This is an optimization exercise on Yosys and OpenROAD, whose aim is small area, not a production implementation.
Only simulation tests tie the RTL to the original design; equivalence was not proved.
Power is estimated from default activity; no workload was simulated.

$ cat flow/config.mk
export PLATFORM = sky130hd
export DESIGN_NAME = SnakeTop
export DESIGN_NICKNAME = SnakeTop
export VERILOG_FILES = /design/flow/design.v
export SDC_FILE = /design/flow/constraint.sdc
export NUM_CORES = 4
export LEC_CHECK = 0
export CAP_MARGIN = 40
export CORE_MARGIN = 2
export CORE_UTILIZATION = 40
export PLACE_DENSITY = 0.6
export SLEW_MARGIN = 30
$ cat flow/constraint.sdc
create_clock -name core_clock -period 10.0 [get_ports {clk}]
set_input_delay 2.0000 -clock core_clock [delete_from_list [all_inputs] [get_ports {clk}]]
set_output_delay 2.0000 -clock core_clock [all_outputs]
set_load 0.01 [all_outputs]
$ cat flow/design.v
`timescale 1ns/10ps
module FA(a, b, ci, sum, co);
  input   a, b, ci;
  output  sum, co;
  wire axb;
  assign axb = a^b;
  assign sum = axb ^ ci;
  assign co = (a&b) | (a&ci) | (b&ci); 
endmodule
`timescale 1ns/10ps
module CSA(a, b, ci, sum, co);
    parameter N=4;
    parameter K = N >> 1;
    input [N-1:0] a;
    input [N-1:0] b;
    input ci;
    output [N-1:0] sum;
    output co;
	generate
	   if (N==1) begin
	       FA fa_inst (.a(a[0]),.b(b[0]),.ci(ci),.sum(sum[0]),.co(co));
	   end else begin
	       wire [K-1:0] sum_low;
	       wire co_low;
	       wire [N-K-1:0] sum_high_0, sum_high_1;
	       wire co_high_0, co_high_1;
	       CSA #(.N(K))csa_low (.a(a[K-1:0]),.b(b[K-1:0]),.ci(ci),.sum(sum_low),.co(co_low));  
	       CSA #(.N(N-K))csa_high_0 (.a(a[N-1:K]),.b(b[N-1:K]),.ci(1'b0),.sum(sum_high_0),.co(co_high_0));  
	       CSA #(.N(N-K))csa_high_1 (.a(a[N-1:K]),.b(b[N-1:K]),.ci(1'b1),.sum(sum_high_1),.co(co_high_1));  
	       assign sum[K-1:0] = sum_low;
	       assign sum[N-1:K] = co_low ? sum_high_1 : sum_high_0;
	       assign co = co_low ? co_high_1 : co_high_0;
	       end
           endgenerate
endmodule
`timescale 1ns/10ps
module Lim_Inc(a, ci, sum, co);
    parameter L = 10;
    parameter N = $clog2(L);
    input [N-1:0] a;
    input ci;
    output [N-1:0] sum;
    output co;
    wire [N-1:0] sum_csa;
    wire co_csa;
   CSA #(.N(N)) csa_inst (
            .a(a),
            .b({N{1'b0}}),
            .ci(ci),
            .sum(sum_csa),
            .co(co_csa)
        );
    wire [N:0] result = {co_csa,sum_csa};
    assign co = (result >= L ) ? 1'b1 : 1'b0;
    assign sum = (co) ? {N{1'b0}} : sum_csa;
endmodule
`timescale 1ns/10ps
module Debouncer(clk, input_unstable, output_stable);
   input clk, input_unstable;
   output reg output_stable;
   parameter COUNTER_BITS = 7;
   reg [COUNTER_BITS-1:0] counter;  
   reg [COUNTER_BITS-1:0] prev_counter;     
   always @(posedge clk)
     begin
        prev_counter <= counter;  
        if (input_unstable == 1)
            counter <= (counter < {COUNTER_BITS{1'b1}}) ? counter  + 1 : counter;
        else
            counter <= (counter > {COUNTER_BITS{1'b0}}) ? counter  - 1 : counter;
        output_stable <= (counter == {COUNTER_BITS{1'b1}} && prev_counter != {COUNTER_BITS{1'b1}});  
     end
endmodule
module Ps2_Interface (
    input  wire       PS2Clk,       
    input  wire       clk,          
    input  wire       rstn,         
    input  wire       PS2Data,      
    output reg  [7:0] scancode,     
    output reg        keyPressed    
);
    reg  [3:0]  bit_count;       
    reg  [9:0]  shift_reg;        
    reg         got_make;         
    reg         skip_next;        
    reg         ps2_pulse;        
    wire [7:0] data_byte = shift_reg[8:1];
    reg ps2c_s1, ps2c_s2, ps2c_s3;
    reg ps2d_s1, ps2d_s2;
    always @(posedge clk) begin
        if (!rstn) begin
            ps2c_s1 <= 1'b1;
            ps2c_s2 <= 1'b1;
            ps2c_s3 <= 1'b1;
            ps2d_s1 <= 1'b1;
            ps2d_s2 <= 1'b1;
        end else begin
            ps2c_s1 <= PS2Clk;
            ps2c_s2 <= ps2c_s1;
            ps2c_s3 <= ps2c_s2;
            ps2d_s1 <= PS2Data;
            ps2d_s2 <= ps2d_s1;
        end
    end
    wire ps2_fall = ps2c_s3 & ~ps2c_s2;
    always @(posedge clk) begin
        if (!rstn) begin
            bit_count   <= 4'd0;
            shift_reg   <= 10'd0;
            got_make    <= 1'b0;
            skip_next   <= 1'b0;
            ps2_pulse   <= 1'b0;
            scancode    <= 8'd0;
        end else begin
            ps2_pulse <= 1'b0;   
            if (ps2_fall) begin
            if (bit_count == 4'd10) begin
                if      (data_byte == 8'hE0) begin
                end else if (data_byte == 8'hF0) begin
                    skip_next <= 1'b1;
                    got_make  <= 1'b0;
                end else if (skip_next) begin
                    skip_next <= 1'b0;
                end else if (!got_make || data_byte != scancode) begin
                         scancode  <= data_byte;
                         ps2_pulse <= 1'b1;
                         got_make  <= 1'b1;
                         end
                         end
            shift_reg <= { ps2d_s2, shift_reg[9:1] };
            bit_count <= (bit_count == 4'd10) ? 4'd0
                                              : bit_count + 4'd1;
            end
        end
    end
    reg sync1, sync2;
    always @(posedge clk) begin
        if (!rstn) begin
            sync1      <= 1'b0;
            sync2      <= 1'b0;
            keyPressed <= 1'b0;
        end else begin
            sync1      <= ps2_pulse;
            sync2      <= sync1;
            keyPressed <= sync1 & ~sync2;
        end
    end
endmodule
module Direction_Decoder (
    input  wire       clk,     
    input  wire       rstn,   
    input  wire [7:0] scancode,  
    input  wire       scancode_valid, 
    output reg  [1:0] direction   
);
    localparam UP    = 2'b00;
    localparam RIGHT = 2'b01;
    localparam DOWN  = 2'b10;
    localparam LEFT  = 2'b11;
    localparam SC_8 = 8'h75;
    localparam SC_6 = 8'h74;
    localparam SC_5 = 8'h73;
    localparam SC_4 = 8'h6B;
    reg [1:0] next_direction;
    always @(*) begin
        next_direction = direction;   
        if (scancode_valid) begin
            case (scancode)
                SC_8: next_direction = UP;
                SC_6: next_direction = RIGHT;
                SC_5: next_direction = DOWN;
                SC_4: next_direction = LEFT;
                default: ;
            endcase
            case (direction)
                UP:    if (next_direction == DOWN)  next_direction = direction;
                DOWN:  if (next_direction == UP)    next_direction = direction;
                LEFT:  if (next_direction == RIGHT) next_direction = direction;
                RIGHT: if (next_direction == LEFT)  next_direction = direction;
            endcase
        end
    end
    always @(posedge clk) begin
        if (!rstn)
            direction <= UP;              
        else
            direction <= next_direction;
    end
endmodule
module Game_FSM (
    input  wire       clk,
    input  wire       rstn,              
    input  wire [1:0] direction_in,      
    input  wire       food_eaten,        
    input  wire       collision,         
    output reg        frame_tick,        
    output reg        update_snake,      
    output reg        score_inc,         
    output reg        reset_game,        
    output reg [1:0]  direction_out      
);
  localparam IDLE     = 2'b00;
  localparam RUN      = 2'b01;
  localparam GAMEOVER = 2'b10;
  reg [1:0] state, next_state;
  parameter [24:0] TICKS_PER_FRAME = 25'd20_000_000;
  reg  [24:0] tick_counter;
  reg eaten_latched;
  always @(posedge clk) begin
    if (!rstn) begin
      tick_counter   <= 0;
      frame_tick     <= 0;
      eaten_latched  <= 0;
    end else begin
      if (tick_counter == TICKS_PER_FRAME-1) begin
        tick_counter <= 0;
        frame_tick   <= 1;
      end else begin
        tick_counter <= tick_counter + 1;
        frame_tick   <= 0;
      end
      if (food_eaten)
        eaten_latched <= 1;
      else if (frame_tick)
        eaten_latched <= 0;
    end
  end
  always @(posedge clk) begin
    if (!rstn)
      state <= IDLE;
    else
      state <= next_state;
  end
  always @(*) begin
    next_state    = state;
    update_snake  = 0;
    score_inc     = 0;
    reset_game    = 0;
    direction_out = direction_in;
    case (state)
      IDLE: begin
        if (rstn)
          next_state = RUN;
      end
      RUN: begin
        if (frame_tick) begin
          update_snake = 1;
          if (eaten_latched)
            score_inc = 1;
          if (collision)
            next_state = GAMEOVER;
        end
      end
      GAMEOVER: begin
        reset_game = 1;
        if (!rstn)
          next_state = IDLE;
      end
      default: next_state = IDLE;
    endcase
  end
endmodule
`timescale 1ns/1ps
module Snake_Logic #(
  parameter GRID_W   = 100,     
  parameter GRID_H   = 75,      
  parameter MAX_LEN  = 64,      
  parameter INIT_LEN = 4,       
  parameter POS_BITS = 13       
)(
  input  wire                   clk,
  input  wire                   rstn,           
  input  wire                   update_snake,   
  input  wire                   food_eaten,     
  input  wire [1:0]             direction_in,   
  output reg  [POS_BITS-1:0]    snake_head,     
  output reg  [$clog2(MAX_LEN):0] snake_length,  
  output wire [POS_BITS*MAX_LEN-1:0] snake_body_flat
);
  reg [POS_BITS-1:0] snake_body [0:MAX_LEN-1];
  reg [POS_BITS-1:0] new_head;          
  reg [6:0]          head_x, head_y;    
  reg                upd_s1, eat_s1;    
  reg                grow_req;          
  integer            i;
  always @(posedge clk) begin
    if (!rstn) begin
      head_x <= GRID_W/2;
      head_y <= GRID_H/2;
      upd_s1 <= 1'b0;
      eat_s1 <= 1'b0;
    end else begin
      upd_s1 <= update_snake;
      eat_s1 <= food_eaten;
      if (update_snake) begin
        case (direction_in)
          2'b00: head_y <= (head_y == 0        ? GRID_H-1 : head_y-1);
          2'b01: head_x <= (head_x == GRID_W-1 ? 0        : head_x+1);
          2'b10: head_y <= (head_y == GRID_H-1 ? 0        : head_y+1);
          2'b11: head_x <= (head_x == 0        ? GRID_W-1 : head_x-1);
        endcase
      end
    end
  end
  always @(posedge clk) begin
    if (!rstn) begin
      snake_length <= INIT_LEN;
      snake_head   <= (GRID_H/2)*GRID_W + (GRID_W/2);
      grow_req     <= 1'b0;
      for (i = 0; i < INIT_LEN;  i = i + 1)
        snake_body[i] <= (GRID_H/2)*GRID_W + ((GRID_W/2) - i);
      for (i = INIT_LEN; i < MAX_LEN; i = i + 1)
        snake_body[i] <= {POS_BITS{1'b0}};
    end else begin
      if      (eat_s1)    grow_req <= 1'b1;
      else if (upd_s1)    grow_req <= 1'b0;
      if (upd_s1) begin
        new_head = head_y * GRID_W + head_x;
        for (i = MAX_LEN-1; i > 0; i = i - 1)
          snake_body[i] <= snake_body[i-1];
        snake_body[0] <= new_head;
        if (grow_req && (snake_length < MAX_LEN))
          snake_length <= snake_length + 1;
        snake_head <= new_head;
      end
    end
  end
  genvar idx;
  generate
    for (idx = 0; idx < MAX_LEN; idx = idx + 1) begin : FLATTEN
      assign snake_body_flat[idx*POS_BITS +: POS_BITS] = snake_body[idx];
    end
  endgenerate
endmodule
`timescale 1ns/1ps
module Food_Generator #(
    parameter integer GRID_W     = 100,
    parameter integer GRID_H     = 75,
    parameter integer MAX_LEN    = 64,
    parameter integer POS_BITS   = 13
)(
    input  wire                         clk,
    input  wire                         rstn,
    input  wire                         food_eaten,         
    input  wire [POS_BITS*MAX_LEN-1:0]  snake_body_flat,    
    input  wire [$clog2(MAX_LEN):0]     snake_length,
    output reg  [POS_BITS-1:0]          food_pos            
);
    localparam integer TOTAL_CELLS = GRID_W * GRID_H;
    localparam S_IDLE   = 1'b0;
    localparam S_SEARCH = 1'b1;
    reg  [POS_BITS-1:0] lfsr_q;   
    wire feedback = lfsr_q[12] ^ lfsr_q[3] ^ lfsr_q[2] ^ lfsr_q[0];
    wire [POS_BITS-1:0] lfsr_nxt = {lfsr_q[11:0], feedback};
    reg state_q, state_d;
    reg [POS_BITS-1:0] cand_idx;
    function automatic collides;
        input [POS_BITS-1:0] idx;
        integer i;
        begin
            collides = 1'b0;
            for (i = 0; i < MAX_LEN; i = i + 1) begin : OCC
                if (i < snake_length) begin
                    if (snake_body_flat[i*POS_BITS +: POS_BITS] == idx)
                        collides = 1'b1;
                end
            end
        end
    endfunction
    always @(posedge clk) begin
        if (!rstn) begin
            state_q <= S_IDLE;
            lfsr_q  <= 13'h1;
            food_pos<= 0;                
        end else begin
            state_q <= state_d;
            lfsr_q  <= lfsr_nxt;
            if (state_q == S_SEARCH && state_d == S_IDLE) begin
                food_pos <= cand_idx;
            end
        end
    end
    always @* begin
        state_d  = state_q;    
        cand_idx = food_pos;   
        case (state_q)
            S_IDLE: begin
                if (food_eaten) begin
                    state_d = S_SEARCH;
                end
            end
            S_SEARCH: begin
                if (lfsr_nxt < TOTAL_CELLS && !collides(lfsr_nxt)) begin
                    cand_idx = lfsr_nxt;
                    state_d  = S_IDLE;    
                end else begin
                    state_d  = S_SEARCH;  
                end
            end
        endcase
    end
endmodule
`timescale 1ns/1ps
module Collision_Detector #(
    parameter MAX_LEN   = 64,     
    parameter POS_BITS  = 13,     
    parameter GRID_W    = 100,    
    parameter GRID_H    = 75      
)(
    input  wire [POS_BITS-1:0]        snake_head,
    input  wire [POS_BITS*MAX_LEN-1:0] snake_body_flat,
    input  wire [6:0]                 snake_length,
    input  wire [POS_BITS-1:0]        food_pos,
    input  wire [1:0]                 direction_in,
    output wire                       food_eaten,  
    output wire                       collision  
);
    assign food_eaten = (snake_head == food_pos);
    wire [6:0] head_x = snake_head % GRID_W;
    wire [6:0] head_y = snake_head / GRID_W;
    wire hit_left  = (direction_in == 2'b11) && (head_x == 0);
    wire hit_right = (direction_in == 2'b01) && (head_x == GRID_W-1);
    wire hit_up    = (direction_in == 2'b00) && (head_y == 0);
    wire hit_down  = (direction_in == 2'b10) && (head_y == GRID_H-1);
    wire wall_collision = hit_left || hit_right || hit_up || hit_down;
    reg col_self;
    integer i;
    always @(*) begin
        col_self = 0;
        for (i = 1; i < MAX_LEN; i = i + 1) begin
            if (i < snake_length) begin
                if (snake_head == snake_body_flat[i*POS_BITS +: POS_BITS]) begin
                    col_self = 1;
                end
            end
        end
    end
    assign collision = col_self || wall_collision;
endmodule
`timescale 1ns/1ps
module Score_Counter (
    input  wire        clk,         
    input  wire        rstn,        
    input  wire        score_inc,   
    output reg  [15:0] score        
);
    wire [3:0] ones_next, tens_next, hundreds_next, thousands_next;
    wire       c1, c2, c3, c4;
    Lim_Inc #(.L(10)) inc0 (
        .a   (score[3:0]),
        .ci  (score_inc),
        .sum (ones_next),
        .co  (c1)
    );
    Lim_Inc #(.L(10)) inc1 (
        .a   (score[7:4]),
        .ci  (c1),
        .sum (tens_next),
        .co  (c2)
    );
    Lim_Inc #(.L(10)) inc2 (
        .a   (score[11:8]),
        .ci  (c2),
        .sum (hundreds_next),
        .co  (c3)
    );
    Lim_Inc #(.L(10)) inc3 (
        .a   (score[15:12]),
        .ci  (c3),
        .sum (thousands_next),
        .co  (c4)
    );
    always @(posedge clk) begin
        if (!rstn)
            score <= 16'd0;
        else if (score_inc)
            score <= {thousands_next, hundreds_next, tens_next, ones_next};
    end
endmodule
`timescale 1ns/10ps
module Seg_7_Display(
	input [15:0] x,
    input clk,
    input clr,
    output reg [6:0] a_to_g,
    output reg [3:0] an,
    output wire dp 
	 );
    wire [1:0] s;	 
    reg [3:0] digit;
    reg [19:0] clkdiv;
    assign s = clkdiv[19:18];  
   assign dp = (s == 2'b10) ? 0 : 1;            
   always @(posedge clk) 
       case(s)
           0:digit = x[3:0];  
           1:digit = x[7:4];  
           2:digit = x[11:8];  
           3:digit = x[15:12];  
           default:digit = x[3:0];
       endcase
   always @(*)
       case(digit)
           0:a_to_g = 7'b1000000; 
           1:a_to_g = 7'b1111001; 
           2:a_to_g = 7'b0100100; 
           3:a_to_g = 7'b0110000; 
           4:a_to_g = 7'b0011001; 
           5:a_to_g = 7'b0010010; 
           6:a_to_g = 7'b0000010; 
           7:a_to_g = 7'b1111000; 
           8:a_to_g = 7'b0000000; 
           9:a_to_g = 7'b0010000; 
           'hA:a_to_g = 7'b0111111;  
           'hB:a_to_g = 7'b1111111;  
           'hC:a_to_g = 7'b1110111;
           default: a_to_g = 7'b0000000;  
   endcase
   always @(*)begin
       an=4'b1111;
       an[s] = 0;
   end
   always @(posedge clk) begin
       if ( clr == 1)
           clkdiv <= 0;
       else
           clkdiv <= clkdiv+1;
   end
endmodule
module VGA_Interface (
    input  wire        clk,           
    input  wire        rstn,          
    input  wire [11:0] pixel_color,  
    output reg  [3:0]  vgaRed,
    output reg  [3:0]  vgaGreen,
    output reg  [3:0]  vgaBlue,
    output reg         Hsync,
    output reg         Vsync,
    output reg  [10:0] XCoord,        
    output reg  [10:0] YCoord         
);
  localparam H_TOTAL    = 1040;
  localparam H_SYNC_START = 856;
  localparam H_SYNC_END   =  976;
  localparam H_VISIBLE  =  800;
  localparam V_TOTAL    =  666;
  localparam V_SYNC_START =  637;
  localparam V_SYNC_END   =  643;
  localparam V_VISIBLE  =  600;
  reg pix_clk_div;
  always @(posedge clk) begin
    if (!rstn)
      pix_clk_div <= 1'b0;
    else
      pix_clk_div <= ~pix_clk_div;
  end
  wire pix_en = ~pix_clk_div;
  reg [10:0] hcount;
  reg [9:0]  vcount;
  always @(posedge clk) begin
    if (!rstn) begin
      hcount <= 0;
      vcount <= 0;
    end else if (pix_en) begin
      if (hcount == H_TOTAL-1) begin
        hcount <= 0;
        if (vcount == V_TOTAL-1)
          vcount <= 0;
        else
          vcount <= vcount + 1;
      end else
        hcount <= hcount + 1;
    end
  end
  wire in_hsync = (hcount >= H_SYNC_START) && (hcount < H_SYNC_END);
  wire in_vsync = (vcount >= V_SYNC_START) && (vcount < V_SYNC_END);
  wire visible  = (hcount < H_VISIBLE)   && (vcount < V_VISIBLE);
  always @(posedge clk) begin
    if (!rstn) begin
      Hsync   <= 1'b1; 
      Vsync   <= 1'b1;
      vgaRed   <= 4'h0;
      vgaGreen <= 4'h0;
      vgaBlue  <= 4'h0;
      XCoord   <= 0;
      YCoord   <= 0;
    end else if (pix_en) begin
      Hsync <= ~in_hsync;  
      Vsync <= ~in_vsync;
      if (visible) begin
        vgaRed   <= pixel_color[11:8];
        vgaGreen <= pixel_color[7:4];
        vgaBlue  <= pixel_color[3:0];
      end else begin
        vgaRed   <= 4'h0;
        vgaGreen <= 4'h0;
        vgaBlue  <= 4'h0;
      end
      XCoord <= hcount >> 3;
      YCoord <= vcount >> 3;
    end
  end
endmodule
`timescale 1ns/1ps
module Font_ROM (
  input  wire [3:0] char_idx,    
  input  wire [2:0] row_idx,     
  output reg  [7:0] bits         
);
always @(*) begin
  case (char_idx)
    4'd0:  
      case (row_idx)
        3'd0: bits = 8'b00111100;
        3'd1: bits = 8'b01000010;
        3'd2: bits = 8'b01000000;
        3'd3: bits = 8'b01001110;
        3'd4: bits = 8'b01000010;
        3'd5: bits = 8'b01000010;
        3'd6: bits = 8'b01000110;
        3'd7: bits = 8'b00111000;
      endcase
    4'd1:  
      case (row_idx)
        3'd0: bits = 8'b00011000;
        3'd1: bits = 8'b00100100;
        3'd2: bits = 8'b01000010;
        3'd3: bits = 8'b01000010;
        3'd4: bits = 8'b01111110;
        3'd5: bits = 8'b01000010;
        3'd6: bits = 8'b01000010;
        3'd7: bits = 8'b01000010;
      endcase
    4'd2:  
      case (row_idx)
        3'd0: bits = 8'b01000010;
        3'd1: bits = 8'b01100110;
        3'd2: bits = 8'b01011010;
        3'd3: bits = 8'b01000010;
        3'd4: bits = 8'b01000010;
        3'd5: bits = 8'b01000010;
        3'd6: bits = 8'b01000010;
        3'd7: bits = 8'b01000010;
      endcase
    4'd3:  
      case (row_idx)
        3'd0: bits = 8'b01111110;
        3'd1: bits = 8'b01000000;
        3'd2: bits = 8'b01000000;
        3'd3: bits = 8'b01111100;
        3'd4: bits = 8'b01000000;
        3'd5: bits = 8'b01000000;
        3'd6: bits = 8'b01000000;
        3'd7: bits = 8'b01111110;
      endcase
    4'd4:  
      bits = 8'b00000000;
    4'd5:  
      case (row_idx)
        3'd0: bits = 8'b00111100;
        3'd1: bits = 8'b01000010;
        3'd2: bits = 8'b01000010;
        3'd3: bits = 8'b01000010;
        3'd4: bits = 8'b01000010;
        3'd5: bits = 8'b01000010;
        3'd6: bits = 8'b01000010;
        3'd7: bits = 8'b00111100;
      endcase
    4'd6:  
      case (row_idx)
        3'd0: bits = 8'b01000010;
        3'd1: bits = 8'b01000010;
        3'd2: bits = 8'b01000010;
        3'd3: bits = 8'b01000010;
        3'd4: bits = 8'b01000010;
        3'd5: bits = 8'b00100100;
        3'd6: bits = 8'b00100100;
        3'd7: bits = 8'b00011000;
      endcase
    4'd7:  
      case (row_idx)
        3'd0: bits = 8'b01111110;
        3'd1: bits = 8'b01000000;
        3'd2: bits = 8'b01000000;
        3'd3: bits = 8'b01111100;
        3'd4: bits = 8'b01000000;
        3'd5: bits = 8'b01000000;
        3'd6: bits = 8'b01000000;
        3'd7: bits = 8'b01111110;
      endcase
    4'd8:  
      case (row_idx)
        3'd0: bits = 8'b01111100;
        3'd1: bits = 8'b01000010;
        3'd2: bits = 8'b01000010;
        3'd3: bits = 8'b01111100;
        3'd4: bits = 8'b01010000;
        3'd5: bits = 8'b01001000;
        3'd6: bits = 8'b01000100;
        3'd7: bits = 8'b01000010;
      endcase
    default:
      bits = 8'b00000000;
  endcase
end
endmodule
`timescale 1ns/1ps
module Snake_Renderer #(
  parameter GRID_W    = 100,     
  parameter GRID_H    = 75,      
  parameter MAX_LEN   = 64,      
  parameter POS_BITS  = 13       
)(
  input  wire                     clk,
  input  wire                     rstn,           
  input  wire [10:0]              XCoord,          
  input  wire [10:0]              YCoord,          
  input  wire [POS_BITS*MAX_LEN-1:0] snake_body_flat,  
  input  wire [$clog2(MAX_LEN+1)-1:0] snake_length,    
  input  wire [POS_BITS-1:0]      food_pos,        
  input  wire                     game_over,       
  output reg  [3:0]               pixel_red,
  output reg  [3:0]               pixel_green,
  output reg  [3:0]               pixel_blue
);
  localparam CHAR_W     = 8;                     
  localparam CHAR_H     = 8;                     
  localparam TEXT_CHARS = 9;                     
  localparam TEXT_W     = CHAR_W * TEXT_CHARS;   
  localparam TEXT_H     = CHAR_H;                
  localparam X0         = (GRID_W - TEXT_W) / 2;  
  localparam Y0         = (GRID_H - TEXT_H) / 2;  
  localparam WIDTH = 27;
  reg [WIDTH-1:0] free_counter;
  always @(posedge clk) begin
    if (!rstn)
      free_counter <= 0;
    else
      free_counter <= free_counter + 1;
  end
    wire [3:0] fade = free_counter[26:23];
  integer i;
  reg [POS_BITS-1:0] cur_pos;
  reg snake_pixel;
  always @(*) begin
    cur_pos     = YCoord * GRID_W + XCoord;
    snake_pixel = 1'b0;
    for (i = 0; i < MAX_LEN; i = i + 1) begin
      if (i < snake_length && snake_body_flat[i*POS_BITS +: POS_BITS] == cur_pos)
        snake_pixel = 1'b1;
    end
  end
  reg [11:0] bg_color;
  reg [11:0] txt_color;
  reg  [3:0] char_idx;
  reg  [2:0] row_idx;
  reg  [2:0] bit_idx;
  wire [7:0] font_bits;
  Font_ROM font_rom (
    .char_idx(char_idx),
    .row_idx (row_idx),
    .bits    (font_bits)
  );
  always @(*) begin
    char_idx  = 4'd0;
    row_idx   = 3'd0;
    bit_idx   = 3'd0;
    txt_color = 12'h000;
    bg_color  = 12'h000;
    if (game_over) begin
        txt_color = {fade, fade, fade}; 
        bg_color  = ~txt_color;
      if (XCoord >= X0 && XCoord < X0 + TEXT_W &&
          YCoord >= Y0 && YCoord < Y0 + TEXT_H) begin
        char_idx = (XCoord - X0) / CHAR_W;
        row_idx  = (YCoord - Y0);
        bit_idx  = 3'd7 - ((XCoord - X0) % CHAR_W);
        if (font_bits[bit_idx])
          {pixel_red, pixel_green, pixel_blue} = txt_color;
        else
          {pixel_red, pixel_green, pixel_blue} = bg_color;
      end else begin
        {pixel_red, pixel_green, pixel_blue} = bg_color;
      end
    end else begin
      if (snake_pixel) begin
        pixel_red   = 4'h0;
        pixel_green = 4'hF;
        pixel_blue  = 4'h0;
      end else if (cur_pos == food_pos) begin
        pixel_red   = 4'hF;
        pixel_green = 4'h0;
        pixel_blue  = 4'h0;
      end else begin
        pixel_red   = 4'h0;
        pixel_green = 4'h0;
        pixel_blue  = 4'h0;
      end
    end
  end
endmodule
`timescale 1ns/1ps
module SnakeTop (
  input  wire        clk,        
  input  wire        btnC,       
  input  wire        PS2Clk,
  input  wire        PS2Data,
  output wire [6:0]  seg,
  output wire [3:0]  an,
  output wire        dp,
  output wire [3:0]  vgaRed,
  output wire [3:0]  vgaGreen,
  output wire [3:0]  vgaBlue,
  output wire        Hsync,
  output wire        Vsync
);
  localparam GRID_W   = 100;
  localparam GRID_H   = 75;
  localparam MAX_LEN  = 100;
  localparam POS_BITS = 13;
  wire db_btnC;
  Debouncer db_rst (
    .clk(clk),
    .input_unstable(btnC),
    .output_stable(db_btnC)
  );
  wire rstn = ~db_btnC;    
  wire [7:0]  scancode;
  wire        keyPressed;
  Ps2_Interface ps2_intf (
    .PS2Clk     (PS2Clk),
    .clk        (clk),
    .rstn       (rstn),
    .PS2Data    (PS2Data),
    .scancode   (scancode),
    .keyPressed (keyPressed)
  );
  wire [1:0] direction;
  Direction_Decoder dir_dec (
    .clk            (clk),
    .rstn           (rstn),
    .scancode       (scancode),
    .scancode_valid (keyPressed),
    .direction      (direction)
  );
  wire        collision;
  wire        food_eaten;
  wire        frame_tick;
  wire        update_snake;
  wire        score_inc;
  wire        reset_game;
  wire [1:0]  direction_out;
  Game_FSM #(
    .TICKS_PER_FRAME(25'd500)
  ) fsm (
    .clk           (clk),
    .rstn          (rstn),
    .direction_in  (direction),
    .food_eaten    (food_eaten),
    .collision     (collision),
    .frame_tick    (frame_tick),
    .update_snake  (update_snake),
    .score_inc     (score_inc),
    .reset_game    (reset_game),
    .direction_out (direction_out)
  );
  wire [POS_BITS-1:0]           snake_head;
  wire [POS_BITS*MAX_LEN-1:0]   snake_body_flat;
  wire [6:0]                    snake_length;
  Snake_Logic #(
    .GRID_W   (GRID_W),
    .GRID_H   (GRID_H),
    .MAX_LEN  (MAX_LEN),
    .INIT_LEN (4),
    .POS_BITS (POS_BITS)
  ) snake (
    .clk             (clk),
    .rstn            (rstn),
    .update_snake    (update_snake),
    .direction_in    (direction_out),
    .food_eaten      (food_eaten),
    .snake_head      (snake_head),
    .snake_body_flat (snake_body_flat),
    .snake_length    (snake_length)
  );
  wire [POS_BITS-1:0] food_pos;
  Food_Generator #(
    .GRID_W   (GRID_W),
    .GRID_H   (GRID_H),
    .MAX_LEN  (MAX_LEN),
    .POS_BITS (POS_BITS)
  ) food_gen (
    .clk             (clk),
    .rstn            (rstn),
    .food_eaten      (food_eaten),
    .snake_body_flat (snake_body_flat),
    .snake_length    (snake_length),
    .food_pos        (food_pos)
  );
  Collision_Detector #(
    .MAX_LEN  (MAX_LEN),
    .POS_BITS (POS_BITS),
    .GRID_W   (GRID_W),
    .GRID_H   (GRID_H)
  ) coll (
    .snake_head      (snake_head),
    .snake_body_flat (snake_body_flat),
    .snake_length    (snake_length),
    .food_pos        (food_pos),
    .direction_in    (direction_out),
    .food_eaten      (food_eaten),
    .collision       (collision)
  );
  wire [15:0] score;
  Score_Counter score_ctr (
    .clk       (clk),
    .rstn      (rstn),
    .score_inc (score_inc),
    .score     (score)
  );
  Seg_7_Display seg7 (
    .x   (score),
    .clk (clk),
    .clr (~rstn),
    .a_to_g(seg),
    .an  (an),
    .dp  (dp)
  );
  wire [3:0] pixel_red, pixel_green, pixel_blue;
  wire [11:0] pixel_color = {pixel_red, pixel_green, pixel_blue};
  wire        video_on;
  wire [10:0] XCoord, YCoord;
  VGA_Interface vga_if (
    .clk         (clk),
    .rstn        (rstn),
    .pixel_color (pixel_color),
    .vgaRed      (vgaRed),
    .vgaGreen    (vgaGreen),
    .vgaBlue     (vgaBlue),
    .Hsync       (Hsync),
    .Vsync       (Vsync),
    .XCoord      (XCoord),
    .YCoord      (YCoord)
  );
  Snake_Renderer #(
    .GRID_W   (GRID_W),
    .GRID_H   (GRID_H),
    .MAX_LEN  (MAX_LEN),
    .POS_BITS (POS_BITS)
  ) disp (
    .clk             (clk),
    .rstn            (rstn),
    .XCoord          (XCoord),
    .YCoord          (YCoord),
    .snake_body_flat (snake_body_flat),
    .snake_length    (snake_length),
    .food_pos        (food_pos),
    .game_over       (reset_game),
    .pixel_red       (pixel_red),
    .pixel_green     (pixel_green),
    .pixel_blue      (pixel_blue)
  );
endmodule
$ cat flow/run.sh
#!/bin/bash
# synth_recipe.tcl (not shown) runs the flow's synth.tcl, then flattens the netlist and writes it again
# the make line also repeats each setting of config.mk as NAME=value (left out here)
make -C /OpenROAD-flow-scripts/flow DESIGN_CONFIG=/design/flow/config.mk WORK_HOME=/design/flow/orfs CLKGATE_MAP_FILE= SYNTH_SCRIPT=/design/flow/synth_recipe.tcl finish
==> results.txt <==
-- worst min path at each step --
stage / depth (start not counted) / slack, ps / end / start
global placement: 1 / 370 / ps2_intf.keyPressed / ps2_intf.sync2
finish: 1 / 390 / ps2_intf.keyPressed / ps2_intf.sync2
global route: 1 / 400 / ps2_intf.keyPressed / ps2_intf.sync2
floorplan: 1 / 370 / ps2_intf.keyPressed / ps2_intf.sync2
detailed placement: 1 / 380 / ps2_intf.keyPressed / ps2_intf.sync2
CTS: 1 / 400 / ps2_intf.keyPressed / ps2_intf.sync2
-- stage by stage --
step,power (mW),worst slack (ps),instance area (sq um)
6_report,46.8,1970,118000
5_1_grt,48.8,1750,118000
4_1_cts,45.8,1860,118000
3_5_place_dp,38.5,1870,112000
3_3_place_gp,38.1,1640,111000
2_1_floorplan,31.0,2770,111000
-- routing by layer --
layer	up-vias	wire length, um	part of all wire (%)
li1	40973	-	-
met1	45642	186000	39
met2	6008	190000	40
met3	1773	59500	12
met4	16	41500	8.7
met5	-	124	0.026
-- report_power, final --
group / internal [mW] / switching, mW
sequential: 9.31 / 8.10
clock: 4.28 / 3.00
combinational: 10.0 / 12.1
total: 23.6 / 23.2
-- kinds of logic (layout without fill, tap and decap cells) --
| logic type | count (synthesis) | in the layout | share of synthesized area [%] |
|---|---|---|---|
| xor+xnor | 3871 | 3871 | 31.0 |
| simple gates | 3552 | 3552 | 15.9 |
| mux | 1344 | 1344 | 12.2 |
| buf+inv | 2086 | 886 | 7.18 |
| flops | 1551 | 1551 | 28.1 |
| compound gates | 691 | 691 | 4.24 |
| fa+ha+maj | 122 | 122 | 1.43 |
| other cells | 0 | 24 | 0 |
-- cell type report --
cell class,count,area [sq um]
clock buffer,270,5560
fill,27313,158000
multi-input combinational,9580,72000
timing repair buffer,333,3300
sequential,1551,31200
inverter,215,808
tap,3705,4640
clock inverter,68,870
antenna,24,60.1
-- placed cells by master (no fill, tap or decap), types with 49 or more instances in the layout --
master and instances:
a21oi_1 169, buf_12 49, buf_4 220, clkbuf_16 199, dfxtp_1 1513, ha_1 114
inv_1 213, mux2i_1 1332, nand2_1 237, nand3_1 203, nand4_1 574, nor2_1 1553
nor3_1 170, nor4_1 464, o21ai_0 130, o22ai_1 57, or4_1 53, xnor2_1 2077
xor2_1 1751
==> results.sh <==
export IMPL_synth_seq_area_share_pct=28.1
export IMPL_grt_busiest_layer="met2"
export IMPL_yosys_cell_count_top_type="xnor2_1"
export IMPL_cap_violations=0
export IMPL_placement_io_buffers=29
export IMPL_power_density_nw_per_um2=395
export IMPL_layout_worst_path_cycle_share_pct=80.3
export IMPL_worst_skew_pair_late_latency_ps=930
export IMPL_vias=94412
export IMPL_finalCriticalPeriod_ps=8030
export IMPL_ctsLongestPathBuffers=4
export IMPL_coreArea_sq_um=276000
export IMPL_area_growth_pct=6.97
export IMPL_p_leak_nw=40.5
export IMPL_reg2reg_depth=24
export IMPL_worstPathArrival_ps=8790
export IMPL_routedWlPerCell_um=30.3
export IMPL_critPathRequiredTime_ps=10760
export IMPL_hold_viol_final=0
export IMPL_fp_dieH_um=530
export IMPL_routed_wl_um=477000
export IMPL_endpoint_kind="flip-flop"
export IMPL_setup_viol=0
export IMPL_hpwlAfterDp_um=331000
export IMPL_crit_family="simple AND/OR/NAND/NOR gates"
export IMPL_io_pins=30
export IMPL_largest_register="snake.snake_body"
export IMPL_syn_area_sq_um=111000
export IMPL_fmax_ghz=0.124
export IMPL_critPathCapture="vga_if.vgaGreen[2]"
export IMPL_crit_start="vga_if.YCoord[2]"
export IMPL_antenna_found_initial=25
export IMPL_synthesis_nets=13343
export IMPL_post_cts_buffers=0
export IMPL_synth_distinct_cells=105
export IMPL_viasPerCell=6.00
export IMPL_grt_pass1_vias=86929
export IMPL_relSlewSlack_pct=18.8
export IMPL_route_detailed_drc=0
export IMPL_synthArstFlopShare_pct=0
export IMPL_dp_cells=15365
export IMPL_h_tree_depth=4
export IMPL_synth_area_per_cell_sq_um=8.38
export IMPL_hold_buffers=0
export IMPL_die_x_um=530
export IMPL_yosysWarnings=15
export IMPL_numCtsBuffers=191
export IMPL_outcome="finished clean"
export IMPL_whs_ps=389
export IMPL_grt_pass1_wl_um=673000
export IMPL_grt_start_max_net_pins=183
export IMPL_grt_overflow=0
export IMPL_nets=11998
export IMPL_cpPeakStageDelay_ps=730
export IMPL_finalClockSkew_ps=89.4
export IMPL_first_pass_iters=6
export IMPL_die_area_sq_um=281000
export IMPL_layout_drive_gt1_share_pct=6.13
export IMPL_start_kind="flip-flop"
export IMPL_cts_tree="built"
export IMPL_clkSlewWorstSetupHoldPaths_ps=60
export IMPL_top_regs="snake.snake_body x1287, disp.free_counter x27, fsm.tick_counter x25"
export IMPL_rows=193
export IMPL_cts_sinks=1551
export IMPL_rsz0062_at_grt="false"
export IMPL_grt_total_usage_pct=32.8
export IMPL_post_route_util_pct=42.9
export IMPL_start_util_pct=40.1
export IMPL_crit_path_max_fanout=71
export IMPL_fin_cells=15746
export IMPL_cts_resized=0
export IMPL_rr_endpoint="vga_if.vgaGreen[2]"
export IMPL_met1_usage_pct=42.0
export IMPL_root_buffer="clkbuf_16"
export IMPL_r2r_setup_slack_ps=1970
export IMPL_grtUsageMet2_pct=46.2
export IMPL_synth_area_leaders="dfxtp_1 (28%), xnor2_1 (17%), xor2_1 (14%)"
export IMPL_largest_register_ffs=1287
export IMPL_cp_slowest_cell="xnor2_2"
export IMPL_ys_seq_elements=1551
export IMPL_synth_cells=13217
export IMPL_drv_slew=0
export IMPL_ir_worst_vdd_uv=272
export IMPL_tns_ps=0
export IMPL_cp_num_buf_inv=5
export IMPL_min_path_type="reg -> reg"
export IMPL_r2r_start="vga_if.YCoord[2]"
export IMPL_synth_edf_count=7
export IMPL_place_congestion=1.09
export IMPL_yosys_area_top_type="dfxtp_1"
export IMPL_worstSetupPathType="reg -> reg"
export IMPL_grt_use_met3_pct=9.87
export IMPL_path_cells="inv_1 > ha_1 > ha_1 > inv_1 > fa_1 > inv_1 > ha_1 > a21o_1 > a21oi_1 > xnor2_2 > nand3_1 > nor3b_2 > buf_4 > xnor2_2 > buf_12 > xor2_1 > nand4_1 > o22ai_1 > a221o_1 > or3_1 > nor4_1 > o221ai_2 > o21ai_0 > o21ai_0"
export IMPL_synth_top_area_share_pct=27.9
export IMPL_synth_flop_cell="dfxtp_1"
export IMPL_tightest_slew_ps=1220
export IMPL_cp_num_cells=24
export IMPL_drtIter0Drc=12767
export IMPL_synth_commonest_cells="xnor2_1 (2088), xor2_1 (1753), nor2_1 (1553), dfxtp_1 (1544), clkbuf_1 (1521)"
export IMPL_final_antenna_net_count=0

==> separate check: timing with driven ports <==
How much do the figures lean on ideal ports? The routed layout below was timed once more, with nothing changed but the port constraints.
Step 1, drivers: a clkbuf_16 drives clk and a buf_2 each remaining input, both assumed.
Step 2 moves the port delays by t, midway between the first and last clock arrival at a register: inputs arrive t later, outputs are due t later. That takes back most of the time a late clock gives input paths.
a / b / c = ideal ports / drivers / drivers and shift; a / b = the first two.
t (ns): 0.986
setup slack, ns: 1.966 / 1.966 / 1.966
worst hold slack (ns): 0.389 / 0.389 / 0.389
After both steps setup and hold are still met in this run. For this run, drivers alone change the setup slack by 0.000 ns; drivers and shift together by 0.000 ns.
